What follows belongs to an exercise in optimizing a design on an open flow for small area; a production flow would make more cautious choices.
The RTL was checked by simulation tests, not by an equivalence proof against the original design.

==> design/flow/design.v <==
module lp_ch(input [15:0] y, input [12:0] t1, input c1, output [15:0] yn);
wire pos = ~y[15];
wire [7:0] uh = y[15:8];
wire [7:0] ul = y[7:0];
wire [13:0] m;
wire a1 = uh[0] | 1'b0;
wire a2 = uh[0] ^ 1'b0;
wire a3, a4;
assign a3 = uh[1] ^ a1; assign a4 = uh[1] | a1;
wire a5, a6;
fa a5_c(uh[2], a4, ~pos, a5, a6);
wire a7, a8;
fa a7_c(uh[0], pos, ~uh[3], a7, a8);
wire a9 = ~a6 & a7;
wire a10 = a6 ^ a7;
wire a11, a12;
fa a11_c(uh[1], ul[0], a8, a11, a12);
wire a13, a14;
fa a13_c(a9, a11, ~uh[4], a13, a14);
wire a15, a16;
fa a15_c(uh[2], ul[1], a12, a15, a16);
wire a17, a18;
fa a17_c(a14, a15, ~uh[5], a17, a18);
wire a19, a20;
fa a19_c(uh[3], ul[2], a16, a19, a20);
wire a21, a22;
fa a21_c(a18, a19, ~uh[6], a21, a22);
wire a23, a24;
fa a23_c(uh[4], uh[7], ul[3], a23, a24);
wire a25, a26;
fa a25_c(pos, a20, a22, a25, a26);
wire a27, a28;
fa a27_c(a23, a25, ~1'b0, a27, a28);
wire a29, a30;
fa a29_c(uh[5], ul[4], a24, a29, a30);
wire a31, a32;
fa a31_c(a26, a28, a29, a31, a32);
wire a33 = ~1'b0 & a31;
wire a34 = 1'b0 ^ a31;
wire a35, a36;
fa a35_c(uh[6], ul[5], a30, a35, a36);
wire a37, a38;
fa a37_c(a32, a33, a35, a37, a38);
wire a39 = ~1'b0 & a37;
wire a40 = 1'b0 ^ a37;
wire a41, a42;
fa a41_c(ul[6], a36, a38, a41, a42);
wire a43, a44;
fa a43_c(a39, a41, ~uh[7], a43, a44);
wire a45, a46;
fa a45_c(ul[7], a42, a44, a45, a46);
wire a47 = ~1'b0 & a45;
wire a48 = 1'b0 ^ a45;
wire a49, a50;
fa a49_c(a46, a47, ~1'b0, a49, a50);
wire a51 = 1'b0 ^ a50;
assign m[0] = a2;
assign m[1] = a3;
assign m[2] = ~a5;
assign m[3] = ~a10;
assign m[4] = a13;
assign m[5] = a17;
assign m[6] = a21;
assign m[7] = a27;
assign m[8] = ~a34;
assign m[9] = ~a40;
assign m[10] = a43;
assign m[11] = ~a48;
assign m[12] = a49;
assign m[13] = ~a51;
wire [6:0] mh = m[13:7];
wire [6:0] ml = m[6:0];
wire [9:0] p;
wire b1, b2;
ha b1_c(mh[0], ~ml[0], b1, b2);
wire b3, b4;
fa b3_c(mh[1], b2, ~ml[1], b3, b4);
wire b5, b6;
ha b5_c(mh[0], mh[2], b5, b6);
wire b7, b8;
fa b7_c(b4, b5, ~ml[2], b7, b8);
wire b9, b10;
fa b9_c(mh[0], mh[1], mh[3], b9, b10);
wire b11, b12;
ha b11_c(b6, b8, b11, b12);
wire b13, b14;
fa b13_c(b9, b11, ~ml[3], b13, b14);
wire b15, b16;
fa b15_c(mh[1], mh[2], mh[4], b15, b16);
wire b17, b18;
fa b17_c(b10, b12, b14, b17, b18);
wire b19, b20;
fa b19_c(b15, b17, ~ml[4], b19, b20);
wire b21, b22;
fa b21_c(mh[2], mh[3], mh[5], b21, b22);
wire b23, b24;
fa b23_c(b16, b18, b20, b23, b24);
wire b25, b26;
fa b25_c(b21, b23, ~ml[5], b25, b26);
wire b27, b28;
ha b27_c(mh[3], mh[4], b27, b28);
wire b29, b30;
fa b29_c(b22, b24, b26, b29, b30);
wire b31, b32;
fa b31_c(ml[6], mh[6], ~b27, b31, b32);
wire b33 = ~b29 & b31;
wire b34 = b29 ^ b31;
wire b35, b36;
ha b35_c(mh[4], mh[5], b35, b36);
wire b37, b38;
fa b37_c(b28, b30, b35, b37, b38);
wire b39, b40;
fa b39_c(b32, b33, ~b37, b39, b40);
wire b41, b42;
fa b41_c(mh[5], b36, b38, b41, b42);
wire b43, b44;
fa b43_c(mh[6], b40, ~b41, b43, b44);
wire b45 = mh[6] ^ b44 ^ ~b42;
assign p[0] = ~b1;
assign p[1] = ~b3;
assign p[2] = ~b7;
assign p[3] = ~b13;
assign p[4] = ~b19;
assign p[5] = ~b25;
assign p[6] = ~b34;
assign p[7] = b39;
assign p[8] = b43;
assign p[9] = b45;
wire g1 = $signed(p) >= 10'sd141;
wire l0 = p[9];
wire l1 = $signed(p) < -10'sd141;
wire l2 = $signed(p) < -10'sd282;
wire l3 = $signed(p) < -10'sd423;
wire f1, f2;
fa f1_c(t1[0], c1, y[0], f1, f2);
wire f3, f4;
fa f3_c(l0, l1, l2, f3, f4);
wire f5, f6;
fa f5_c(l3, f1, f3, f5, f6);
wire f7, f8;
fa f7_c(uh[0], mh[0], g1, f7, f8);
wire f9, f10;
ha f9_c(f7, ~f5, f9, f10);
wire f11, f12;
fa f11_c(t1[1], y[1], f2, f11, f12);
wire f13, f14;
fa f13_c(f4, f6, f11, f13, f14);
wire f15, f16;
fa f15_c(uh[1], mh[1], f8, f15, f16);
wire f17, f18;
fa f17_c(f10, f15, ~f13, f17, f18);
wire f19, f20;
fa f19_c(t1[2], y[2], uh[0], f19, f20);
wire f21, f22;
fa f21_c(f12, f14, f19, f21, f22);
wire f23, f24;
fa f23_c(uh[2], mh[2], f16, f23, f24);
wire f25, f26;
fa f25_c(f18, f23, ~f21, f25, f26);
wire f27, f28;
fa f27_c(t1[3], y[3], uh[1], f27, f28);
wire f29, f30;
fa f29_c(f20, f22, f27, f29, f30);
wire f31, f32;
fa f31_c(uh[3], mh[3], f24, f31, f32);
wire f33, f34;
fa f33_c(f26, f31, ~f29, f33, f34);
wire f35, f36;
fa f35_c(t1[4], y[4], uh[2], f35, f36);
wire f37, f38;
fa f37_c(f28, f30, f35, f37, f38);
wire f39, f40;
fa f39_c(uh[4], mh[4], f32, f39, f40);
wire f41, f42;
fa f41_c(f34, f39, ~f37, f41, f42);
wire f43, f44;
fa f43_c(t1[5], y[5], uh[3], f43, f44);
wire f45, f46;
fa f45_c(f36, f38, f43, f45, f46);
wire f47, f48;
fa f47_c(uh[0], uh[5], mh[5], f47, f48);
wire f49, f50;
ha f49_c(f40, f42, f49, f50);
wire f51, f52;
fa f51_c(f47, f49, ~f45, f51, f52);
wire f53, f54;
fa f53_c(t1[6], y[6], uh[4], f53, f54);
wire f55, f56;
fa f55_c(mh[6], f44, f46, f55, f56);
wire f57, f58;
ha f57_c(uh[1], uh[6], f57, f58);
wire f59, f60;
fa f59_c(f48, f50, f52, f59, f60);
wire f61, f62;
fa f61_c(f53, f55, ~f57, f61, f62);
wire f63 = ~f59 & f61;
wire f64 = f59 ^ f61;
wire f65, f66;
fa f65_c(t1[7], y[7], uh[5], f65, f66);
wire f67, f68;
fa f67_c(uh[7], f54, f56, f67, f68);
wire f69, f70;
fa f69_c(f62, f63, f65, f69, f70);
wire f71, f72;
fa f71_c(uh[2], f58, f60, f71, f72);
wire f73, f74;
fa f73_c(f67, f69, ~f71, f73, f74);
wire f75, f76;
fa f75_c(t1[8], y[8], uh[6], f75, f76);
wire f77, f78;
fa f77_c(f66, f68, f70, f77, f78);
wire f79, f80;
fa f79_c(f74, f75, f77, f79, f80);
wire f81, f82;
ha f81_c(uh[3], f72, f81, f82);
wire f83 = f79 & ~f81;
wire f84 = f79 ^ f81;
wire f85, f86;
fa f85_c(t1[9], y[9], f76, f85, f86);
wire f87, f88;
fa f87_c(f78, f80, f83, f87, f88);
wire f89, f90;
fa f89_c(uh[4], uh[7], f82, f89, f90);
wire f91, f92;
fa f91_c(f85, f87, ~f89, f91, f92);
wire f93, f94;
fa f93_c(t1[10], y[10], f86, f93, f94);
wire f95, f96;
fa f95_c(f88, f92, f93, f95, f96);
wire f97, f98;
ha f97_c(uh[5], f90, f97, f98);
wire f99 = f95 & ~f97;
wire f100 = f95 ^ f97;
wire f101, f102;
fa f101_c(t1[11], y[11], f94, f101, f102);
wire f103, f104;
fa f103_c(f96, f99, f101, f103, f104);
wire f105, f106;
ha f105_c(uh[6], f98, f105, f106);
wire f107 = f103 & ~f105;
wire f108 = f103 ^ f105;
wire f109, f110;
fa f109_c(y[12], uh[7], f102, f109, f110);
wire f111, f112;
fa f111_c(f104, f107, f109, f111, f112);
wire f113, f114;
ha f113_c(t1[12], f106, f113, f114);
wire f115 = f111 & ~f113;
wire f116 = f111 ^ f113;
wire f117, f118;
fa f117_c(y[13], f110, f112, f117, f118);
wire f119, f120;
fa f119_c(f115, f117, ~f114, f119, f120);
wire f121, f122;
fa f121_c(y[14], f118, f120, f121, f122);
wire f123 = ~1'b0 & f121;
wire f124 = 1'b0 ^ f121;
wire f125 = f122 ^ f123 ^ ~y[15];
assign yn[0] = ~f9;
assign yn[1] = ~f17;
assign yn[2] = ~f25;
assign yn[3] = ~f33;
assign yn[4] = ~f41;
assign yn[5] = ~f51;
assign yn[6] = ~f64;
assign yn[7] = f73;
assign yn[8] = ~f84;
assign yn[9] = f91;
assign yn[10] = ~f100;
assign yn[11] = ~f108;
assign yn[12] = ~f116;
assign yn[13] = f119;
assign yn[14] = ~f124;
assign yn[15] = f125;
endmodule
module hp_ch(input [14:0] h, input [15:0] x, input [15:0] xp, output [14:0] q);
wire [17:0] u;
wire s1, s2;
fa s1_c(h[0], x[0], ~xp[0], s1, s2);
wire s3 = ~1'b0 & s1;
wire s4 = 1'b0 ^ s1;
wire s5, s6;
fa s5_c(h[1], x[1], s2, s5, s6);
wire s7, s8;
fa s7_c(s3, s5, ~xp[1], s7, s8);
wire s9, s10;
fa s9_c(h[2], x[2], s6, s9, s10);
wire s11, s12;
fa s11_c(s8, s9, ~xp[2], s11, s12);
wire s13, s14;
fa s13_c(h[3], x[3], s10, s13, s14);
wire s15, s16;
fa s15_c(s12, s13, ~xp[3], s15, s16);
wire s17, s18;
fa s17_c(h[4], x[4], s14, s17, s18);
wire s19, s20;
fa s19_c(s16, s17, ~xp[4], s19, s20);
wire s21, s22;
fa s21_c(h[5], x[5], s18, s21, s22);
wire s23, s24;
fa s23_c(s20, s21, ~xp[5], s23, s24);
wire s25, s26;
fa s25_c(h[6], x[6], s22, s25, s26);
wire s27, s28;
fa s27_c(s24, s25, ~xp[6], s27, s28);
wire s29, s30;
fa s29_c(h[7], x[7], s26, s29, s30);
wire s31, s32;
fa s31_c(s28, s29, ~xp[7], s31, s32);
wire s33, s34;
fa s33_c(h[8], x[8], s30, s33, s34);
wire s35, s36;
fa s35_c(s32, s33, ~xp[8], s35, s36);
wire s37, s38;
fa s37_c(h[9], x[9], s34, s37, s38);
wire s39, s40;
fa s39_c(s36, s37, ~xp[9], s39, s40);
wire s41, s42;
fa s41_c(h[10], x[10], s38, s41, s42);
wire s43, s44;
fa s43_c(s40, s41, ~xp[10], s43, s44);
wire s45, s46;
fa s45_c(h[11], x[11], s42, s45, s46);
wire s47, s48;
fa s47_c(s44, s45, ~xp[11], s47, s48);
wire s49, s50;
fa s49_c(h[12], x[12], s46, s49, s50);
wire s51, s52;
fa s51_c(s48, s49, ~xp[12], s51, s52);
wire s53, s54;
fa s53_c(h[13], x[13], s50, s53, s54);
wire s55, s56;
fa s55_c(s52, s53, ~xp[13], s55, s56);
wire s57, s58;
fa s57_c(x[14], s54, s56, s57, s58);
wire s59, s60;
ha s59_c(h[14], xp[14], s59, s60);
wire s61 = s57 & ~s59;
wire s62 = s57 ^ s59;
wire s63, s64;
fa s63_c(xp[15], s58, s61, s63, s64);
wire s65, s66;
ha s65_c(x[15], s60, s65, s66);
wire s67 = s63 & ~s65;
wire s68 = s63 ^ s65;
wire s69, s70;
fa s69_c(s64, s67, ~s66, s69, s70);
wire s71 = 1'b0 ^ s70;
assign u[0] = ~s4;
assign u[1] = s7;
assign u[2] = s11;
assign u[3] = s15;
assign u[4] = s19;
assign u[5] = s23;
assign u[6] = s27;
assign u[7] = s31;
assign u[8] = s35;
assign u[9] = s39;
assign u[10] = s43;
assign u[11] = s47;
assign u[12] = s51;
assign u[13] = s55;
assign u[14] = ~s62;
assign u[15] = ~s68;
assign u[16] = s69;
assign u[17] = ~s71;
wire neg = u[17];
wire [9:0] uh = u[17:8];
wire [7:0] ul = u[7:0];
wire [13:0] m;
wire a1 = uh[0] | 1'b0;
wire a2 = uh[0] ^ 1'b0;
wire a3, a4;
assign a3 = uh[1] ^ a1; assign a4 = uh[1] | a1;
wire a5, a6;
fa a5_c(uh[2], a4, ~neg, a5, a6);
wire a7, a8;
fa a7_c(uh[0], neg, ~uh[3], a7, a8);
wire a9 = ~a6 & a7;
wire a10 = a6 ^ a7;
wire a11, a12;
fa a11_c(uh[1], ul[0], a8, a11, a12);
wire a13, a14;
fa a13_c(a9, a11, ~uh[4], a13, a14);
wire a15, a16;
fa a15_c(uh[2], ul[1], a12, a15, a16);
wire a17, a18;
fa a17_c(a14, a15, ~uh[5], a17, a18);
wire a19, a20;
fa a19_c(uh[3], ul[2], a16, a19, a20);
wire a21, a22;
fa a21_c(a18, a19, ~uh[6], a21, a22);
wire a23, a24;
fa a23_c(uh[4], ul[3], neg, a23, a24);
wire a25, a26;
fa a25_c(a20, a22, a23, a25, a26);
wire a27 = ~uh[7] & a25;
wire a28 = uh[7] ^ a25;
wire a29, a30;
fa a29_c(uh[5], ul[4], a24, a29, a30);
wire a31, a32;
fa a31_c(a26, a27, a29, a31, a32);
wire a33 = ~uh[8] & a31;
wire a34 = uh[8] ^ a31;
wire a35, a36;
fa a35_c(uh[6], uh[9], ul[5], a35, a36);
wire a37, a38;
fa a37_c(a30, a32, a33, a37, a38);
wire a39, a40;
fa a39_c(a35, a37, ~1'b0, a39, a40);
wire a41, a42;
fa a41_c(uh[7], ul[6], a36, a41, a42);
wire a43, a44;
fa a43_c(a38, a40, a41, a43, a44);
wire a45 = ~1'b0 & a43;
wire a46 = 1'b0 ^ a43;
wire a47, a48;
fa a47_c(uh[8], ul[7], a42, a47, a48);
wire a49, a50;
fa a49_c(a44, a45, a47, a49, a50);
wire a51 = ~1'b0 & a49;
wire a52 = 1'b0 ^ a49;
wire a53, a54;
fa a53_c(a48, a50, a51, a53, a54);
wire a55 = ~uh[9] & a53;
wire a56 = uh[9] ^ a53;
wire a57 = a54 ^ a55 ^ ~1'b0;
assign m[0] = a2;
assign m[1] = a3;
assign m[2] = ~a5;
assign m[3] = ~a10;
assign m[4] = a13;
assign m[5] = a17;
assign m[6] = a21;
assign m[7] = ~a28;
assign m[8] = ~a34;
assign m[9] = a39;
assign m[10] = ~a46;
assign m[11] = ~a52;
assign m[12] = ~a56;
assign m[13] = a57;
wire [6:0] mh = m[13:7];
wire [6:0] ml = m[6:0];
wire [10:0] p;
wire b1, b2;
ha b1_c(mh[0], ~ml[0], b1, b2);
wire b3, b4;
fa b3_c(mh[1], b2, ~ml[1], b3, b4);
wire b5, b6;
ha b5_c(mh[0], mh[2], b5, b6);
wire b7, b8;
fa b7_c(b4, b5, ~ml[2], b7, b8);
wire b9, b10;
fa b9_c(mh[0], mh[1], mh[3], b9, b10);
wire b11, b12;
ha b11_c(b6, b8, b11, b12);
wire b13, b14;
fa b13_c(b9, b11, ~ml[3], b13, b14);
wire b15, b16;
fa b15_c(mh[1], mh[2], mh[4], b15, b16);
wire b17, b18;
fa b17_c(b10, b12, b14, b17, b18);
wire b19, b20;
fa b19_c(b15, b17, ~ml[4], b19, b20);
wire b21, b22;
fa b21_c(mh[2], mh[3], mh[5], b21, b22);
wire b23, b24;
fa b23_c(b16, b18, b20, b23, b24);
wire b25, b26;
fa b25_c(b21, b23, ~ml[5], b25, b26);
wire b27, b28;
ha b27_c(mh[3], mh[4], b27, b28);
wire b29, b30;
fa b29_c(b22, b24, b26, b29, b30);
wire b31, b32;
fa b31_c(ml[6], mh[6], ~b27, b31, b32);
wire b33 = ~b29 & b31;
wire b34 = b29 ^ b31;
wire b35, b36;
ha b35_c(mh[4], mh[5], b35, b36);
wire b37, b38;
fa b37_c(b28, b30, b35, b37, b38);
wire b39, b40;
fa b39_c(b32, b33, ~b37, b39, b40);
wire b41, b42;
fa b41_c(mh[5], b36, b38, b41, b42);
wire b43, b44;
fa b43_c(mh[6], b40, ~b41, b43, b44);
wire b45, b46;
fa b45_c(mh[6], b44, ~b42, b45, b46);
wire b47 = 1'b0 ^ b46;
assign p[0] = ~b1;
assign p[1] = ~b3;
assign p[2] = ~b7;
assign p[3] = ~b13;
assign p[4] = ~b19;
assign p[5] = ~b25;
assign p[6] = ~b34;
assign p[7] = b39;
assign p[8] = b43;
assign p[9] = b45;
assign p[10] = ~b47;
wire g1 = $signed(p) >= 11'sd141;
wire g2 = $signed(p) >= 11'sd282;
wire l0 = p[10];
wire l1 = $signed(p) < -11'sd141;
wire l2 = $signed(p) < -11'sd282;
wire l3 = $signed(p) < -11'sd423;
wire l4 = $signed(p) < -11'sd564;
wire f1, f2;
fa f1_c(uh[0], mh[0], g1, f1, f2);
wire f3, f4;
fa f3_c(l0, l1, l2, f3, f4);
wire f5, f6;
ha f5_c(l3, l4, f5, f6);
wire f7, f8;
fa f7_c(g2, f1, ~f3, f7, f8);
wire f9 = ~f5 & f7;
wire f10 = f5 ^ f7;
wire f11, f12;
fa f11_c(uh[1], mh[1], f2, f11, f12);
wire f13, f14;
fa f13_c(f8, f9, f11, f13, f14);
wire f15, f16;
ha f15_c(f4, f6, f15, f16);
wire f17 = f13 & ~f15;
wire f18 = f13 ^ f15;
wire f19, f20;
fa f19_c(uh[2], mh[2], f12, f19, f20);
wire f21, f22;
fa f21_c(f14, f17, f19, f21, f22);
wire f23, f24;
ha f23_c(uh[0], f16, f23, f24);
wire f25 = f21 & ~f23;
wire f26 = f21 ^ f23;
wire f27, f28;
fa f27_c(uh[3], mh[3], f20, f27, f28);
wire f29, f30;
fa f29_c(f22, f25, f27, f29, f30);
wire f31, f32;
ha f31_c(uh[1], f24, f31, f32);
wire f33 = f29 & ~f31;
wire f34 = f29 ^ f31;
wire f35, f36;
fa f35_c(uh[4], mh[4], f28, f35, f36);
wire f37, f38;
fa f37_c(f30, f33, f35, f37, f38);
wire f39, f40;
ha f39_c(uh[2], f32, f39, f40);
wire f41 = f37 & ~f39;
wire f42 = f37 ^ f39;
wire f43, f44;
fa f43_c(uh[0], uh[5], mh[5], f43, f44);
wire f45, f46;
fa f45_c(f36, f38, f41, f45, f46);
wire f47, f48;
ha f47_c(uh[3], f40, f47, f48);
wire f49, f50;
fa f49_c(f43, f45, ~f47, f49, f50);
wire f51, f52;
fa f51_c(uh[1], uh[6], f44, f51, f52);
wire f53, f54;
fa f53_c(f46, f50, f51, f53, f54);
wire f55, f56;
fa f55_c(uh[4], mh[6], f48, f55, f56);
wire f57 = f53 & ~f55;
wire f58 = f53 ^ f55;
wire f59, f60;
fa f59_c(uh[2], uh[7], f52, f59, f60);
wire f61, f62;
fa f61_c(f54, f57, f59, f61, f62);
wire f63, f64;
ha f63_c(uh[5], f56, f63, f64);
wire f65 = f61 & ~f63;
wire f66 = f61 ^ f63;
wire f67, f68;
fa f67_c(uh[3], uh[8], f60, f67, f68);
wire f69, f70;
fa f69_c(f62, f65, f67, f69, f70);
wire f71, f72;
ha f71_c(uh[6], f64, f71, f72);
wire f73 = f69 & ~f71;
wire f74 = f69 ^ f71;
wire f75, f76;
fa f75_c(uh[4], f68, f70, f75, f76);
wire f77, f78;
fa f77_c(uh[7], uh[9], f72, f77, f78);
wire f79, f80;
fa f79_c(f73, f75, ~f77, f79, f80);
wire f81, f82;
fa f81_c(uh[5], f76, f80, f81, f82);
wire f83, f84;
ha f83_c(uh[8], f78, f83, f84);
wire f85 = f81 & ~f83;
wire f86 = f81 ^ f83;
wire f87, f88;
fa f87_c(uh[6], uh[9], f82, f87, f88);
wire f89, f90;
fa f89_c(f85, f87, ~f84, f89, f90);
wire f91, f92;
fa f91_c(uh[7], f88, f90, f91, f92);
wire f93 = ~1'b0 & f91;
wire f94 = 1'b0 ^ f91;
wire f95, f96;
fa f95_c(uh[8], f92, f93, f95, f96);
wire f97 = ~1'b0 & f95;
wire f98 = 1'b0 ^ f95;
wire f99 = f96 ^ f97 ^ ~uh[9];
assign q[0] = ~f10;
assign q[1] = ~f18;
assign q[2] = ~f26;
assign q[3] = ~f34;
assign q[4] = ~f42;
assign q[5] = f49;
assign q[6] = ~f58;
assign q[7] = ~f66;
assign q[8] = ~f74;
assign q[9] = f79;
assign q[10] = ~f86;
assign q[11] = f89;
assign q[12] = ~f94;
assign q[13] = ~f98;
assign q[14] = f99;
endmodule
module ec_ch(input [15:0] x, input [15:0] xp, output [15:0] y);
wire s1 = xp[0] & xp[15];
wire s2, s3;
fa s2_c(xp[0], xp[1], xp[15], s2, s3);
wire s4 = s1 & s2;
wire s5, s6;
fa s5_c(xp[1], xp[2], x[0], s5, s6);
wire s7, s8;
fa s7_c(s3, s4, s5, s7, s8);
wire s9, s10;
fa s9_c(xp[2], xp[3], x[1], s9, s10);
wire s11, s12;
fa s11_c(s6, s8, s9, s11, s12);
wire s13, s14;
fa s13_c(xp[3], xp[4], x[2], s13, s14);
wire s15, s16;
fa s15_c(s10, s12, s13, s15, s16);
wire s17, s18;
fa s17_c(xp[4], xp[5], x[3], s17, s18);
wire s19, s20;
fa s19_c(s14, s16, s17, s19, s20);
wire s21, s22;
fa s21_c(xp[5], xp[6], x[4], s21, s22);
wire s23, s24;
fa s23_c(s18, s20, s21, s23, s24);
wire s25, s26;
fa s25_c(xp[6], xp[7], x[5], s25, s26);
wire s27, s28;
fa s27_c(s22, s24, s25, s27, s28);
wire s29, s30;
fa s29_c(xp[7], xp[8], x[6], s29, s30);
wire s31, s32;
fa s31_c(s26, s28, s29, s31, s32);
wire s33, s34;
fa s33_c(xp[8], xp[9], x[7], s33, s34);
wire s35, s36;
fa s35_c(s30, s32, s33, s35, s36);
wire s37, s38;
fa s37_c(xp[9], xp[10], x[8], s37, s38);
wire s39, s40;
fa s39_c(s34, s36, s37, s39, s40);
wire s41, s42;
fa s41_c(xp[10], xp[11], x[9], s41, s42);
wire s43, s44;
fa s43_c(s38, s40, s41, s43, s44);
wire s45, s46;
fa s45_c(xp[11], xp[12], x[10], s45, s46);
wire s47, s48;
fa s47_c(s42, s44, s45, s47, s48);
wire s49, s50;
fa s49_c(xp[12], xp[13], x[11], s49, s50);
wire s51, s52;
fa s51_c(s46, s48, s49, s51, s52);
wire s53, s54;
fa s53_c(xp[13], xp[14], x[12], s53, s54);
wire s55, s56;
fa s55_c(s50, s52, s53, s55, s56);
wire s57, s58;
fa s57_c(xp[14], x[13], s54, s57, s58);
wire s59, s60;
fa s59_c(s56, s57, ~xp[15], s59, s60);
wire s61 = ~1'b0 & s59;
wire s62 = 1'b0 ^ s59;
wire s63, s64;
fa s63_c(x[14], s58, s60, s63, s64);
wire s65, s66;
fa s65_c(s61, s63, ~xp[15], s65, s66);
wire s67 = s64 ^ s66 ^ ~x[15];
assign y[0] = s7;
assign y[1] = s11;
assign y[2] = s15;
assign y[3] = s19;
assign y[4] = s23;
assign y[5] = s27;
assign y[6] = s31;
assign y[7] = s35;
assign y[8] = s39;
assign y[9] = s43;
assign y[10] = s47;
assign y[11] = s51;
assign y[12] = s55;
assign y[13] = ~s62;
assign y[14] = s65;
assign y[15] = s67;
endmodule
module fa(input a, input b, input c, output s, output co);
assign s = a ^ b ^ c;
assign co = (a & b) | (a & c) | (b & c);
endmodule
module ha(input a, input b, output s, output co);
assign s = a ^ b;
assign co = a & b;
endmodule
module audio_core
(
	input AUD_BCLK,
	input rst,
	input [2:0]SW,
	input AUD_ADCLRCK,
	input AUD_ADCDAT,
	input AUD_DACLRCK,
	output AUD_DACDAT
);
reg [5:0] adc_cnt;
reg [31:0] adc_shift;
reg [31:0] x;
always @(posedge AUD_BCLK)
	adc_shift <= {adc_shift[30:0], AUD_ADCDAT};
always @(posedge AUD_BCLK or negedge rst)
begin
	if (rst == 1'b0)
		adc_cnt <= 6'd0;
	else if (adc_cnt == 6'd33)
		adc_cnt <= 6'd0;
	else if (adc_cnt != 6'd0 || AUD_ADCLRCK)
		adc_cnt <= adc_cnt + 6'd1;
end
reg [7:0] r;
reg [8:0] q;
wire sign_bit = (adc_cnt == 6'd1) || (adc_cnt == 6'd17);
wire [8:0] t = {r, AUD_ADCDAT};
wire ge = (t >= 9'd141);
wire [8:0] tm = t - 9'd141;
always @(posedge AUD_BCLK)
begin
	if (sign_bit) begin
		r <= AUD_ADCDAT ? 8'd140 : 8'd0;
		q <= {9{AUD_ADCDAT}};
	end else begin
		r <= ge ? tm[7:0] : t[7:0];
		q <= {q[7:0], ge};
	end
end
reg [3:0] g;
always @(*)
begin
	case (r)
		8'd0: g = 4'd0;
		8'd1: g = 4'd0;
		8'd2: g = 4'd0;
		8'd3: g = 4'd0;
		8'd4: g = 4'd0;
		8'd5: g = 4'd0;
		8'd6: g = 4'd0;
		8'd7: g = 4'd0;
		8'd8: g = 4'd0;
		8'd9: g = 4'd1;
		8'd10: g = 4'd1;
		8'd11: g = 4'd1;
		8'd12: g = 4'd1;
		8'd13: g = 4'd1;
		8'd14: g = 4'd1;
		8'd15: g = 4'd1;
		8'd16: g = 4'd1;
		8'd17: g = 4'd1;
		8'd18: g = 4'd2;
		8'd19: g = 4'd2;
		8'd20: g = 4'd2;
		8'd21: g = 4'd2;
		8'd22: g = 4'd2;
		8'd23: g = 4'd2;
		8'd24: g = 4'd2;
		8'd25: g = 4'd2;
		8'd26: g = 4'd2;
		8'd27: g = 4'd3;
		8'd28: g = 4'd3;
		8'd29: g = 4'd3;
		8'd30: g = 4'd3;
		8'd31: g = 4'd3;
		8'd32: g = 4'd3;
		8'd33: g = 4'd3;
		8'd34: g = 4'd3;
		8'd35: g = 4'd3;
		8'd36: g = 4'd4;
		8'd37: g = 4'd4;
		8'd38: g = 4'd4;
		8'd39: g = 4'd4;
		8'd40: g = 4'd4;
		8'd41: g = 4'd4;
		8'd42: g = 4'd4;
		8'd43: g = 4'd4;
		8'd44: g = 4'd4;
		8'd45: g = 4'd5;
		8'd46: g = 4'd5;
		8'd47: g = 4'd5;
		8'd48: g = 4'd5;
		8'd49: g = 4'd5;
		8'd50: g = 4'd5;
		8'd51: g = 4'd5;
		8'd52: g = 4'd5;
		8'd53: g = 4'd6;
		8'd54: g = 4'd6;
		8'd55: g = 4'd6;
		8'd56: g = 4'd6;
		8'd57: g = 4'd6;
		8'd58: g = 4'd6;
		8'd59: g = 4'd6;
		8'd60: g = 4'd6;
		8'd61: g = 4'd6;
		8'd62: g = 4'd7;
		8'd63: g = 4'd7;
		8'd64: g = 4'd7;
		8'd65: g = 4'd7;
		8'd66: g = 4'd7;
		8'd67: g = 4'd7;
		8'd68: g = 4'd7;
		8'd69: g = 4'd7;
		8'd70: g = 4'd7;
		8'd71: g = 4'd8;
		8'd72: g = 4'd8;
		8'd73: g = 4'd8;
		8'd74: g = 4'd8;
		8'd75: g = 4'd8;
		8'd76: g = 4'd8;
		8'd77: g = 4'd8;
		8'd78: g = 4'd8;
		8'd79: g = 4'd8;
		8'd80: g = 4'd9;
		8'd81: g = 4'd9;
		8'd82: g = 4'd9;
		8'd83: g = 4'd9;
		8'd84: g = 4'd9;
		8'd85: g = 4'd9;
		8'd86: g = 4'd9;
		8'd87: g = 4'd9;
		8'd88: g = 4'd9;
		8'd89: g = 4'd10;
		8'd90: g = 4'd10;
		8'd91: g = 4'd10;
		8'd92: g = 4'd10;
		8'd93: g = 4'd10;
		8'd94: g = 4'd10;
		8'd95: g = 4'd10;
		8'd96: g = 4'd10;
		8'd97: g = 4'd11;
		8'd98: g = 4'd11;
		8'd99: g = 4'd11;
		8'd100: g = 4'd11;
		8'd101: g = 4'd11;
		8'd102: g = 4'd11;
		8'd103: g = 4'd11;
		8'd104: g = 4'd11;
		8'd105: g = 4'd11;
		8'd106: g = 4'd12;
		8'd107: g = 4'd12;
		8'd108: g = 4'd12;
		8'd109: g = 4'd12;
		8'd110: g = 4'd12;
		8'd111: g = 4'd12;
		8'd112: g = 4'd12;
		8'd113: g = 4'd12;
		8'd114: g = 4'd12;
		8'd115: g = 4'd13;
		8'd116: g = 4'd13;
		8'd117: g = 4'd13;
		8'd118: g = 4'd13;
		8'd119: g = 4'd13;
		8'd120: g = 4'd13;
		8'd121: g = 4'd13;
		8'd122: g = 4'd13;
		8'd123: g = 4'd13;
		8'd124: g = 4'd14;
		8'd125: g = 4'd14;
		8'd126: g = 4'd14;
		8'd127: g = 4'd14;
		8'd128: g = 4'd14;
		8'd129: g = 4'd14;
		8'd130: g = 4'd14;
		8'd131: g = 4'd14;
		8'd132: g = 4'd14;
		8'd133: g = 4'd15;
		8'd134: g = 4'd15;
		8'd135: g = 4'd15;
		8'd136: g = 4'd15;
		8'd137: g = 4'd15;
		8'd138: g = 4'd15;
		8'd139: g = 4'd15;
		8'd140: g = 4'd15;
		default: g = 4'd15;
	endcase
end
wire [13:0] t1_now = {q, g, q[8] & (r != 8'd0)};
reg [13:0] t1_saved;
always @(posedge AUD_BCLK)
	if (adc_cnt == 6'd17)
		t1_saved <= t1_now;
reg [13:0] t1L, t1R;
always @(posedge AUD_BCLK or negedge rst)
begin
	if (rst == 1'b0) begin
		x <= 32'd0;
		t1L <= 14'd0;
		t1R <= 14'd0;
	end else if (adc_cnt == 6'd33) begin
		x <= adc_shift;
		t1L <= t1_saved;
		t1R <= t1_now;
	end
end
reg [31:0] xp;
reg [15:0] lpL, lpR;
reg [14:0] hpL, hpR;
wire [15:0] lpL_n, lpR_n, ecL, ecR;
wire [14:0] hpL_n, hpR_n;
lp_ch lp_left(lpL, t1L[13:1], t1L[0], lpL_n);
lp_ch lp_right(lpR, t1R[13:1], t1R[0], lpR_n);
hp_ch hp_left(hpL, x[31:16], xp[31:16], hpL_n);
hp_ch hp_right(hpR, x[15:0], xp[15:0], hpR_n);
ec_ch ec_left(x[31:16], xp[31:16], ecL);
ec_ch ec_right(x[15:0], xp[15:0], ecR);
always @(posedge AUD_BCLK or negedge rst)
begin
	if (rst == 1'b0) begin
		xp <= 32'd0;
		lpL <= 16'd0;
		lpR <= 16'd0;
		hpL <= 15'd0;
		hpR <= 15'd0;
	end else if (AUD_DACLRCK) begin
		xp <= x;
		lpL <= lpL_n;
		lpR <= lpR_n;
		hpL <= hpL_n;
		hpR <= hpR_n;
	end
end
reg [31:0] currentDACData;
always @(*)
begin
	case (SW)
		3'b001: currentDACData = {lpL_n, lpR_n};
		3'b010: currentDACData = {hpL_n[14], hpL_n, hpR_n[14], hpR_n};
		3'b100: currentDACData = {ecL, ecR};
		default: currentDACData = x;
	endcase
end
reg [5:0] dac_cnt;
reg dac_top;
reg [31:0] dac_ring;
wire dac_idle = (dac_cnt == 6'd0);
always @(posedge AUD_BCLK or negedge rst)
begin
	if (rst == 1'b0)
		dac_cnt <= 6'd0;
	else if (dac_cnt == 6'd33)
		dac_cnt <= 6'd0;
	else if (!dac_idle || AUD_DACLRCK)
		dac_cnt <= dac_cnt + 6'd1;
end
always @(posedge AUD_BCLK or negedge rst)
begin
	if (rst == 1'b0)
		dac_top <= 1'b0;
	else
		dac_top <= dac_idle ? currentDACData[31] : dac_ring[31];
end
always @(posedge AUD_BCLK)
	dac_ring <= dac_idle ? {currentDACData[30:0], currentDACData[31]} : {dac_ring[30:0], dac_top};
assign AUD_DACDAT = dac_top;
endmodule
==> design/flow/run.sh <==
#!/bin/bash
# synth_recipe.tcl (not shown) runs the flow's synth.tcl, then flattens the netlist and writes it again
# the make line also repeats each setting of config.mk as NAME=value (left out here)
make -C /OpenROAD-flow-scripts/flow DESIGN_CONFIG=/design/flow/config.mk WORK_HOME=/design/flow/orfs CLKGATE_MAP_FILE= SYNTH_SCRIPT=/design/flow/synth_recipe.tcl finish
==> design/flow/config.mk <==
export PLATFORM = sky130hd
export DESIGN_NAME = audio_core
export DESIGN_NICKNAME = audio_core
export VERILOG_FILES = /design/flow/design.v
export SDC_FILE = /design/flow/constraint.sdc
export NUM_CORES = 4
export LEC_CHECK = 0
export CAP_MARGIN = 20
export CORE_MARGIN = 2
export CORE_UTILIZATION = 65
export CTS_BUF_LIST = sky130_fd_sc_hd__clkbuf_16
export CTS_CLUSTER_DIAMETER = 120
export CTS_CLUSTER_SIZE = 34
export PLACE_DENSITY = 0.75
export SLEW_MARGIN = 20
export SYNTH_HIERARCHICAL = 1
export SYNTH_MINIMUM_KEEP_SIZE = 0
==> design/flow/constraint.sdc <==
create_clock -name core_clock -period 40.0 [get_ports {AUD_BCLK}]
set_input_delay 8.0000 -clock core_clock [delete_from_list [all_inputs] [get_ports {AUD_BCLK}]]
set_output_delay 8.0000 -clock core_clock [all_outputs]
set_load 0.01 [all_outputs]
==> impl_metrics.ini, run 1 <==
[grt]
grt_pass1_wl_um = 73800
antenna_found_initial = 4
grt_pass1_vias = 14100
grt_usage = 0.263
grt_max_degree = 67
overflow = 0

[timing]
timing.final.crit_share = 0.778
worstMarginPinSlew_ns = 1.02
hold_violations = 0
fin_hold_ws_ns = 0.349
slew_headroom = 0.318
grt_setup_unrepaired = false
finalClockSkew_ns = 0.0396
finalSetupViolCount = 0
max_freq_mhz = 32.1
timing.setup.tns_ns = 0
min_period_ns = 31.11
drv_slew = 0

[critical_path]
start_kind = flop
arrival_ns = 31.58
slowest_stage = fa_1
crit_top_cell = fa_1
end_kind = flop
slowest_delay_ns = 0.70
critPathMaxFanout = 8
crit_required_ns = 40.47
crit_type = reg -> reg

[clock_network]
cts_buffers = 13
cts_setup_buffers = 0
h-tree-depth = 1
cts_tree = done
clock_latency_ns = 0.52
hold_buffers = 0
cts.sinks = 266
path_clk_slew_ns = 0.12
cts_buffer_depth = 3
cts_resized = 0
cts_root_buffer = clkbuf_16

[floorplanning]
start_util = 0.660
core_area_mm2 = 0.0336
die_y_um = 189
die_area_mm2 = 0.0356
io_pins = 9
num_rows = 67
fp.dieW_um = 189

[status]
status = complete, no violations

[yosys]
ys.flop_type = dfrtp_1
synth-edff-count = 14
synth_area_per_cell_um2 = 12.9
synth-async-reset-ratio = 0.628
synth_seq_cells = 266
yosysSeqAreaShare = 0.284
yosys-top-cells-count = fa_1 (422), inv_1 (221), dfrtp_1 (167)
yosysWarnings = 7
synth.distinct_cells = 80
synth_cells = 1727
synth_area_mm2 = 0.0222
synthTopCellsByArea = fa_1 (38%), dfrtp_1 (19%), mux2_2 (7.8%)
yosysMostFrequentCell = fa_1
yosys.area.top_type = fa_1
synth_top_area_frac = 0.381

[detailed_routing]
postRouteWirelength_um = 42800
vias = 12600
wire_per_inst_um = 20.2
drt_iter0_drc = 638
detail-route-antenna-nets = 0
dr.pass1.iters = 5
drc_errors = 0
avgViaCountPerCell = 5.98

[finish]
drive_above_1_share = 0.135
diodes = 0
post-route-util = 0.678
nets = 2201
layout-area-overhead-vs-synth_pct = 2.73

[worst_hold_path]
min_path_type = reg -> reg

[placement]
place_congestion = 0.888
dpl.hpwl_um = 33600
port_buffers = 8

[run]
maxCapViolations = 0
[final cells by class]
class / instances / area (um2)
Fill cell: 2372 / 10800
Tap cell: 448 / 561
Sequential cell: 266 / 6300
Multi-Input combinational cell: 1132 / 14500
Inverter: 227 / 856
Clock inverter: 9 / 128
Timing Repair Buffer: 17 / 146
Clock buffer: 13 / 325
[cells in the final DEF (no fill, tap or decap), types with 3 or more instances in the layout]
master / Yosys / final
xor2_1: 3 / 3
dfxtp_1: 85 / 85
or3_1: 4 / 4
fa_1: 422 / 422
a311oi_1: 3 / 3
nor2_1: 58 / 57
o21ai_0: 42 / 42
clkdlybuf4s50_1: 0 / 6
a21oi_1: 18 / 18
nor3_2: 4 / 5
inv_2: 4 / 4
nand3_1: 12 / 11
xnor2_1: 17 / 17
nor4_1: 7 / 7
edfxtp_1: 14 / 14
a21o_1: 5 / 5
dfrtp_1: 167 / 167
a221oi_1: 34 / 34
buf_4: 46 / 10
o31a_1: 4 / 4
a211oi_1: 4 / 4
nor3_1: 19 / 18
a31oi_1: 10 / 10
o211ai_1: 11 / 11
a2111oi_1: 3 / 3
mux2i_1: 4 / 4
and3_1: 3 / 3
inv_1: 221 / 222
ha_1: 114 / 114
nand4_1: 3 / 3
nor2b_1: 5 / 3
nand2b_1: 5 / 5
a211o_1: 4 / 4
mux2_2: 154 / 154
conb_1: 4 / 6
clkbuf_16: 0 / 13
a22oi_1: 31 / 31
nand2_1: 68 / 67
a311o_1: 4 / 4
[cells by family (layout without fill, tap and decap cells)]
family | count (synthesis) | count (layout) | share of synthesized area
multiplexers | 160 | 160 | 0.0814
other | 4 | 6 | 0.000676
flip-flops | 266 | 266 | 0.284
buffers and inverters | 331 | 266 | 0.0651
AO/OA/AOI/OAI | 200 | 200 | 0.0679
adder cells (fa/ha/maj) | 536 | 536 | 0.445
AND/OR/NAND/NOR | 208 | 208 | 0.0463
XOR/XNOR | 22 | 22 | 0.00992
[modules after synthesis (local to each module, per instance)]
| module | cell area, um2 | flip-flops and latches | cells inside | times used |
|---|---|---|---|---|
| ec_ch | 149 | 0 | 19 | 2 |
| hp_ch | 658 | 0 | 107 | 2 |
| audio_core | 10600 | 266 | 845 | 1 |
| fa | 20.0 | 0 | 1 | 422 |
| ha | 12.5 | 0 | 1 | 56 |
| lp_ch | 437 | 0 | 76 | 2 |
[routing by layer]
| layer | GRT usage | up-vias | share of wire |
|---|---|---|---|
| met1 | 0.368 | 6758 | 0.42 |
| met2 | 0.446 | 282 | 0.52 |
| met3 | 0.0345 | 67 | 0.042 |
| met4 | 0.0607 | 2 | 0.025 |
| li1 | - | 5513 | - |
| met5 | 0 | - | 0.00030 |
[metrics by stage]
step	cell area (um2)	setup slack (ns)	std cells
final	22800	8.89	2112
after global routing	22800	7.71	2112
after CTS	22800	8.71	2112
after detailed placement	22400	8.71	2090
after global placement	22400	9.20	2090
after floorplan	22200	10.09	1729
[final timing paths]
kind                                from            end  slack, ns  cells after the start
max                                x[16]    dac_ring[0]       8.89                     77
min                        adc_shift[26]  adc_shift[27]       0.35                      0
max reg2reg                        x[16]    dac_ring[0]       8.89                     77
min reg2reg                adc_shift[26]  adc_shift[27]       0.35                      0
max in group asynchronous            rst         lpR[6]      30.56                      3
min in group asynchronous            rst         hpL[1]       7.46                      1
[flip-flops by register name (all words and copies together), names as in the netlist]
register and cells:
x 32, hpL 15, g 4, dac_ring 32, xp 32, adc_shift 32
lpR 16, lpL 16, dac_top 1, t1_saved 14, r 8, t1R 14
adc_cnt 6, dac_cnt 6, t1L 14, q 9, hpR 15
[worst max-delay path, delay by kind of cell, from the launching register on]
family / cells / cell delay [ns]
compound gates: 3 / 1.03
xor+xnor: 2 / 0.48
fa+ha+maj: 69 / 28.64
buf+inv: 2 / 0.35
flops: 1 / 0.46
simple gates: 1 / 0.09
==> inputs of run 2 (changes only) <==
--- a/design/flow/config.mk
+++ b/design/flow/config.mk
@@ -10,6 +10,6 @@
 export CORE_UTILIZATION = 65
 export CTS_BUF_LIST = sky130_fd_sc_hd__clkbuf_16
-export CTS_CLUSTER_DIAMETER = 120
-export CTS_CLUSTER_SIZE = 34
+export CTS_CLUSTER_DIAMETER = 100
+export CTS_CLUSTER_SIZE = 30
 export PLACE_DENSITY = 0.75
 export SLEW_MARGIN = 20
==> impl_metrics.ini, run 2 <==
[clock_network]
path_clk_slew_ns = 0.11
cts_resized = 0
cts_buffers = 15
cts_buffer_depth = 3
hold_buffers = 0
h-tree-depth = 1
cts_tree = done
cts_setup_buffers = 0
clock_latency_ns = 0.53
cts_root_buffer = clkbuf_16
cts.sinks = 266

[finish]
fillers = 2372
layout_commonest_cell = fa_1
finalInstanceArea_mm2 = 0.0229
layout_common_cells = fa_1 (422), inv_1 (224), dfrtp_1 (167), mux2_2 (154), ha_1 (114)
layout-area-overhead-vs-synth_pct = 3.00
nets = 2203
diodes = 0
drive_above_1_share = 0.135

[critical_path]
r2r_start = x[16]
crit_type = reg -> reg
arrival_ns = 31.63
r2r-end = dac_ring[0]
critPathMaxFanout = 8
r2r.worst_path.cells = 77
start_kind = flop
crit_top_cell = fa_1
slowest_delay_ns = 0.69
slowest_stage = fa_1
reg2reg_slack_ns = 8.85
crit_required_ns = 40.48
end_kind = flop

[detailed_routing]
postRouteWirelength_um = 43100
detail-route-antenna-nets = 0
drt_iter0_drc = 570
drc_errors = 0
wire_per_inst_um = 20.3
dr.pass1.iters = 6
avgViaCountPerCell = 5.96
vias = 12600

[placement]
place_ws_ns = 8.71
port_buffers = 8
place_congestion = 0.888
place_area_mm2 = 0.0224
dpl.hpwl_um = 33600

[timing]
finalClockSkew_ns = 0.0496
finalSetupViolCount = 0
drv_slew = 0
timing.setup.tns_ns = 0
slew_headroom = 0.320
max_freq_mhz = 32.1
fin_hold_ws_ns = 0.330
grt_setup_unrepaired = false
worst_slack_ns = 8.85
hold_violations = 0
worstMarginPinSlew_ns = 1.02
min_period_ns = 31.15
timing.final.crit_share = 0.779

[floorplanning]
core_area_mm2 = 0.0336
start_util = 0.660
num_rows = 67
fp.dieW_um = 189
die_y_um = 189
io_pins = 9
die_area_mm2 = 0.0356

[worst_hold_path]
min_path_type = reg -> reg
hold_end = adc_shift[30]
worstHoldStart = adc_shift[29]
hold_depth = 0

[yosys]
synthTopCellsByArea = fa_1 (38%), dfrtp_1 (19%), mux2_2 (7.8%)
synth.distinct_cells = 80
yosysSeqAreaShare = 0.284
synth_area_per_cell_um2 = 12.9
yosysMostFrequentCell = fa_1
yosys-top-cells-count = fa_1 (422), inv_1 (221), dfrtp_1 (167)
synth-async-reset-ratio = 0.628
synth_top_area_frac = 0.381
ys.flop_type = dfrtp_1
synth_cells = 1727
yosys.area.top_type = fa_1
yosysWarnings = 7
synth_seq_cells = 266
synth-edff-count = 14
synth_area_mm2 = 0.0222

[grt]
grt_pass1_wl_um = 74200
grt_max_degree = 67
grt_pass1_vias = 14100
overflow = 0
grt_usage = 0.265
antenna_found_initial = 2

[status]
status = complete, no violations

[run]
maxCapViolations = 0
[run 2: cell counts after synthesis]
Identical to the previous run, type by type.
[run 2: per-layer routing]
metal / part of all wire / global-route usage / vias to the layer above
met5: 0.00030 / 0 / -
met3: 0.042 / 0.0346 / 70
met2: 0.51 / 0.446 / 291
met4: 0.028 / 0.0712 / 2
li1: - / - / 5515
met1: 0.42 / 0.370 / 6742
[run 2: kinds of logic (layout without fill, tap and decap cells)]
group / count (synthesis) / after routing / share of synthesized area
fa+ha+maj: 536 / 536 / 0.445
other cells: 4 / 6 / 0.000676
mux: 160 / 160 / 0.0814
buf+inv: 331 / 270 / 0.0651
simple gates: 208 / 208 / 0.0463
xor+xnor: 22 / 22 / 0.00992
compound gates: 200 / 200 / 0.0679
flops: 266 / 266 / 0.284
[run 2: stage by stage]
step,util,std cells
after floorplan,-,1729
after global placement,0.665,2090
after detailed placement,0.665,2090
after CTS,0.680,2116
after global routing,0.680,2116
final,0.680,2116
[run 2: worst max path at each step]
stage	cells past startpoint	slack [ns]	to	from
2_1_floorplan	80	10.09	dac_top	x[16]
3_3_place_gp	77	9.20	dac_top	x[16]
3_5_place_dp	77	8.71	dac_top	x[16]
4_1_cts	78	8.64	dac_top	xp[16]
5_1_grt	79	7.60	dac_ring[0]	xp[16]
6_report	77	8.85	dac_ring[0]	x[16]
[run 2: worst max-delay path, delay by kind of cell (launching register included)]
family	cells	cell delay [ns]
simple gates	1	0.09
flops	1	0.47
xor+xnor	2	0.48
buf+inv	2	0.35
compound gates	3	1.03
fa+ha+maj	69	28.69
[run 2: modules after synthesis, one instance, submodules excluded]
module,times used,area [um2],flip-flops and latches
audio_core,1,10600,266
hp_ch,2,658,0
lp_ch,2,437,0
ec_ch,2,149,0
fa,422,20.0,0
ha,56,12.5,0
[run 2: cell type report]
type	count	area (um2)	share of cell area
Clock buffer	16	400	0.0175
Tap cell	448	561	0.0245
Clock inverter	10	114	0.00498
Multi-Input combinational cell	1132	14500	0.634
Sequential cell	266	6300	0.276
Timing Repair Buffer	17	146	0.00640
Inverter	227	856	0.0374
==> inputs of run 3 (changes only) <==
--- a/design/flow/config.mk
+++ b/design/flow/config.mk
@@ -9,5 +9,5 @@
 export CORE_MARGIN = 2
 export CORE_UTILIZATION = 65
-export CTS_BUF_LIST = sky130_fd_sc_hd__clkbuf_16
+export CTS_BUF_LIST = sky130_fd_sc_hd__clkbuf_8 sky130_fd_sc_hd__clkbuf_16
 export CTS_CLUSTER_DIAMETER = 100
 export CTS_CLUSTER_SIZE = 30
==> impl_metrics.ini, run 3 <==
[status]
status = complete, no violations

[critical_path]
end_kind = flop
start_kind = flop
crit_top_cell = fa_1
arrival_ns = 31.63
path_buf_inv = 2
crit_required_ns = 40.48
crit_type = reg -> reg
slowest_stage = fa_1
cp_top_family = adder cells
r2r_start = x[16]
cp-startpoint = x[16]
slowest_delay_ns = 0.69
critPathMaxFanout = 8

[timing]
worstMarginPinSlew_ns = 1.02
slew_headroom = 0.320
grt_setup_unrepaired = false
finalSetupViolCount = 0
drv_slew = 0
timing.setup.tns_ns = 0
min_period_ns = 31.15
max_freq_mhz = 32.1
worst_slack_ns = 8.85
finalClockSkew_ns = 0.0496
hold_violations = 0
timing.final.crit_share = 0.779

[placement]
place_congestion = 0.888
dpl.hpwl_um = 33600
place_ws_ns = 8.71
port_buffers = 8

[grt]
overflow = 0
antenna_found_initial = 2
grt_pass1_wl_um = 74200
grt_pass1_vias = 14100
grt_usage = 0.265
grt_max_degree = 67

[finish]
drive_above_1_share = 0.135
nets = 2203
layout_common_cells = fa_1 (422), inv_1 (224), dfrtp_1 (167), mux2_2 (154), ha_1 (114)
layout_commonest_cell = fa_1
diodes = 0
seqCellArea_mm2 = 0.00630
layout-area-overhead-vs-synth_pct = 3.00
fillers = 2372
multi_input_area_mm2 = 0.0145

[floorplanning]
start_util = 0.660
die_y_um = 189
die_area_mm2 = 0.0356
num_rows = 67
fp.dieW_um = 189
core_area_mm2 = 0.0336
io_pins = 9

[yosys]
synth_area_mm2 = 0.0222
synth_top_area_frac = 0.381
synth_cells = 1727
yosysSeqAreaShare = 0.284
yosysMostFrequentCell = fa_1
synth-async-reset-ratio = 0.628
synth_seq_cells = 266
synthTopCellsByArea = fa_1 (38%), dfrtp_1 (19%), mux2_2 (7.8%)
ys.flop_type = dfrtp_1
synth_area_per_cell_um2 = 12.9
yosys-top-cells-count = fa_1 (422), inv_1 (221), dfrtp_1 (167)
yosysWarnings = 7
synth-edff-count = 14
synth.distinct_cells = 80
yosys.area.top_type = fa_1

[run]
maxCapViolations = 0

[clock_network]
cts_root_buffer = clkbuf_16
hold_buffers = 0
cts.sinks = 266
path_clk_slew_ns = 0.11
cts_buffers = 15
cts_buffer_depth = 3
cts_resized = 0
cts_setup_buffers = 0
clock_latency_ns = 0.53
cts_tree = done
h-tree-depth = 1

[detailed_routing]
postRouteWirelength_um = 43100
drc_errors = 0
dr.pass1.iters = 6
vias = 12600
drt_iter0_drc = 570
wire_per_inst_um = 20.3
detail-route-antenna-nets = 0
avgViaCountPerCell = 5.96

[worst_hold_path]
worstHoldStart = adc_shift[29]
min_path_type = reg -> reg
## run 3: cell counts after synthesis
No cell type changed its count.
## run 3: layout make-up
cell class                 count  area share
sequential                   266       0.276
clock inverter                10     0.00498
timing repair buffer          17     0.00640
multi-input combinational   1132       0.634
clock buffer                  16      0.0175
tap                          448      0.0245
inverter                     227      0.0374
## run 3: worst paths after layout
| kind | endpoint | slack, ns | cells after the start |
|---|---|---|---|
| max | dac_ring[0] | 8.85 | 77 |
| min | adc_shift[30] | 0.33 | 0 |
| max reg2reg | dac_ring[0] | 8.85 | 77 |
| min reg2reg | adc_shift[30] | 0.33 | 0 |
| max in group asynchronous | adc_cnt[4] | 30.54 | 3 |
| min in group asynchronous | xp[16] | 7.47 | 1 |
## run 3: per-layer routing
layer  GRT usage  up-vias  share of wire
met3      0.0346       70          0.042
met1       0.370     6742           0.42
met4      0.0712        2          0.028
met2       0.446      291           0.51
met5           0        -        0.00030
li1            -     5515              -
## run 3: logic make-up after synthesis
kind of cell	share of synthesized area
AO/OA/AOI/OAI	0.0679
XOR/XNOR	0.00992
adder cells (fa/ha/maj)	0.445
buffers and inverters	0.0651
flip-flops	0.284
multiplexers	0.0814
other	0.000676
AND/OR/NAND/NOR	0.0463
## run 3: metrics by stage
stage	hold slack, ns	util	std cells	area, um2
finish	0.330	0.680	2116	22900
global route	0.336	0.680	2116	22900
CTS	0.327	0.680	2116	22900
detailed placement	0.339	0.665	2090	22400
global placement	0.331	0.665	2090	22400
floorplan	0.327	-	1729	22200
## run 3: modules after synthesis, one instance, submodules excluded
| module | cells | flops+latches | times used |
|---|---|---|---|
| audio_core | 845 | 266 | 1 |
| fa | 1 | 0 | 422 |
| lp_ch | 76 | 0 | 2 |
| ha | 1 | 0 | 56 |
| hp_ch | 107 | 0 | 2 |
| ec_ch | 19 | 0 | 2 |
## run 3: worst register-to-register path: cells and delay by family, from the launching register on
kind                     cells  cell delay [ns]
AO/OA/AOI/OAI                3             1.03
XOR/XNOR                     2             0.48
adder cells (fa/ha/maj)     69            28.70
buffers and inverters        2             0.35
flip-flops                   1             0.47
AND/OR/NAND/NOR              1             0.09
==> inputs of run 4 (changes only) <==
==> design/flow/flow/run.sh (new file) <==
#!/bin/bash
# The standard layout, with the resizer's power recovery after global
# routing (it downsizes cells on paths with timing slack to spare).
set -o pipefail
export RECOVER_POWER=100
bash standard.sh finish > standard_flow.log 2>&1
==> design/flow/standard.sh (new file) <==
#!/bin/bash
# synth_recipe.tcl (not shown) runs the flow's synth.tcl, then flattens the netlist and writes it again
# the make line also repeats each setting of config.mk as NAME=value (left out here)
make -C /OpenROAD-flow-scripts/flow DESIGN_CONFIG=/design/flow/config.mk WORK_HOME=/design/flow/orfs CLKGATE_MAP_FILE= SYNTH_SCRIPT=/design/flow/synth_recipe.tcl "${@:-finish}"
--- a/design/flow/config.mk
+++ b/design/flow/config.mk
@@ -9,5 +9,5 @@
 export CORE_MARGIN = 2
 export CORE_UTILIZATION = 65
-export CTS_BUF_LIST = sky130_fd_sc_hd__clkbuf_8 sky130_fd_sc_hd__clkbuf_16
+export CTS_BUF_LIST = sky130_fd_sc_hd__clkbuf_16
 export CTS_CLUSTER_DIAMETER = 100
 export CTS_CLUSTER_SIZE = 30
removed: design/flow/run.sh
==> impl_metrics.ini, run 4 <==
[clock_network]
cts_resized = 0
cts_buffer_depth = 3
path_clk_slew_ns = 0.11
hold_buffers = 0
cts.sinks = 266
clock_latency_ns = 0.52
cts_buffers = 15
cts_tree = done
cts_root_buffer = clkbuf_16
cts_setup_buffers = 0
h-tree-depth = 1

[floorplanning]
io_pins = 9
num_rows = 67
die_y_um = 189
die_area_mm2 = 0.0356
fp.dieW_um = 189
core_area_mm2 = 0.0336
start_util = 0.660

[finish]
diodes = 0
layout_common_cells = fa_1 (422), inv_1 (224), dfrtp_1 (167), mux2_2 (154), ha_1 (114)
drive_above_1_share = 0.126
final_cells = 2116
fillers = 2390
nets = 2203
layout_commonest_cell = fa_1
layout-area-overhead-vs-synth_pct = 2.50

[critical_path]
r2r.worst_path.cells = 77
crit_type = reg -> reg
crit_top_cell = fa_1
start_kind = flop
critPathMaxFanout = 8
end_kind = flop
slowest_delay_ns = 0.69
slowest_stage = fa_1
crit_required_ns = 40.48
arrival_ns = 31.62

[yosys]
yosysSeqAreaShare = 0.284
synth_area_per_cell_um2 = 12.9
yosysMostFrequentCell = fa_1
synth_seq_cells = 266
synthTopCellsByArea = fa_1 (38%), dfrtp_1 (19%), mux2_2 (7.8%)
synth_top_area_frac = 0.381
synth-edff-count = 14
synth_cells = 1727
yosys-top-cells-count = fa_1 (422), inv_1 (221), dfrtp_1 (167)
synth_area_mm2 = 0.0222
yosys.area.top_type = fa_1
synth.distinct_cells = 80
ys.flop_type = dfrtp_1
synth-async-reset-ratio = 0.628
yosysWarnings = 7

[detailed_routing]
dr.pass1.iters = 7
drc_errors = 0
postRouteWirelength_um = 43000
drt_iter0_drc = 583
detail-route-antenna-nets = 0
wire_per_inst_um = 20.3
avgViaCountPerCell = 5.96
vias = 12600

[timing]
grt_setup_unrepaired = false
finalClockSkew_ns = 0.0496
finalSetupViolCount = 0
slew_headroom = -1.24
drv_slew = 358
min_period_ns = 31.14
worst_slack_ns = 8.86
max_freq_mhz = 32.1
timing.final.crit_share = 0.779
worstMarginPinSlew_ns = 3.37
timing.setup.tns_ns = 0
fin_hold_ws_ns = 0.332
hold_violations = 0

[placement]
place_congestion = 0.888
place_ws_ns = 8.71
port_buffers = 8
dpl.hpwl_um = 33600
dpl.cell_count = 2090

[grt]
grt_pass1_wl_um = 74200
overflow = 0
antenna_found_initial = 2
grt_max_degree = 67
grt_pass1_vias = 14100
grt_usage = 0.265

[status]
failed_checks = capacitance limit, slew limit
status = finished with violations

[worst_hold_path]
hold_depth = 0
min_path_type = reg -> reg

[run]
maxCapViolations = 8
## run 4: cell counts after synthesis
Identical to the previous run, type by type.
## run 4: critical path: cells and delay by family, from the launching register on
| kind | cells | cell delay, ns |
|---|---|---|
| compound gates | 3 | 1.03 |
| xor+xnor | 2 | 0.46 |
| fa+ha+maj | 69 | 28.70 |
| buf+inv | 2 | 0.35 |
| flops | 1 | 0.47 |
| simple gates | 1 | 0.09 |
## run 4: metrics by stage
step | area (um2) | utilization
after floorplan | 22200 | -
after global placement | 22400 | 0.665
after detailed placement | 22400 | 0.665
after CTS | 22900 | 0.680
after global routing | 22800 | 0.677
final | 22800 | 0.677
## run 4: per-module statistics from Yosys, one instance, submodules excluded
module	times used	area, um2	flip-flops and latches	cells inside
audio_core	1	10600	266	845
ec_ch	2	149	0	19
fa	422	20.0	0	1
ha	56	12.5	0	1
hp_ch	2	658	0	107
lp_ch	2	437	0	76
## run 4: routing by layer
layer,vias to the layer above,share of wire,GRT usage
met2,302,0.51,0.446
li1,5509,-,-
met5,-,0.00030,0
met4,2,0.028,0.0712
met1,6733,0.41,0.370
met3,70,0.044,0.0346
## run 4: cells by family (layout without fill, tap and decap cells)
family	after synthesis	after routing	share of synthesized area
adder cells (fa/ha/maj)	536	536	0.445
buffers and inverters	331	270	0.0651
flip-flops	266	266	0.284
AND/OR/NAND/NOR	208	208	0.0463
AO/OA/AOI/OAI	200	200	0.0679
multiplexers	160	160	0.0814
XOR/XNOR	22	22	0.00992
other	4	6	0.000676
## run 4: path summary, 6_finish.rpt
kind / from / endpoint / slack (ns)
worst max register to register: x[16] / dac_ring[0] / 8.86
worst min register to register: adc_shift[29] / adc_shift[30] / 0.33
worst min-delay path: adc_shift[29] / adc_shift[30] / 0.33
max in group asynchronous: rst / adc_cnt[4] / 24.61
min in group asynchronous: rst / xp[16] / 8.58
worst max-delay path: x[16] / dac_ring[0] / 8.86
## run 4: final cells by class
| cell class | count | area [um2] | share of cell area |
|---|---|---|---|
| Multi-Input combinational cell | 1132 | 14400 | 0.633 |
| Timing Repair Buffer | 17 | 124 | 0.00544 |
| Clock buffer | 16 | 400 | 0.0176 |
| Clock inverter | 10 | 114 | 0.00500 |
| Inverter | 227 | 856 | 0.0376 |
| Tap cell | 448 | 561 | 0.0246 |
| Sequential cell | 266 | 6300 | 0.277 |

## re-timing with driven ports
In the flow no input, the clock included, has a driving cell. The finished layouts below were timed again as built, in two steps.
Step 1, drivers: a clkbuf_16 drives AUD_BCLK and a buf_2 each remaining input, both assumed.
Step 2 times the ports against the registers' clock, not the clock port: input delays grow and output delays shrink by t, the midpoint of the rising clock arrivals with the driver on.
a / b / c = ideal / step 1 / step 2; a / b = the first two.
run	t (ns)	setup slack, ns	worst setup path at the end	latest minus earliest clock arrival (ns)	worst slew at a driven data input, ns
run 1	0.556	8.885 / 8.885 / 8.885	register to register	0.046 / 0.046	0.05
run 2	0.556	8.845 / 8.845 / 8.845	register to register	0.059 / 0.060	0.05
run 3	0.556	8.845 / 8.845 / 8.845	register to register	0.059 / 0.060	0.05
run 4	0.555	8.859 / 8.859 / 8.859	register to register	0.058 / 0.058	0.05
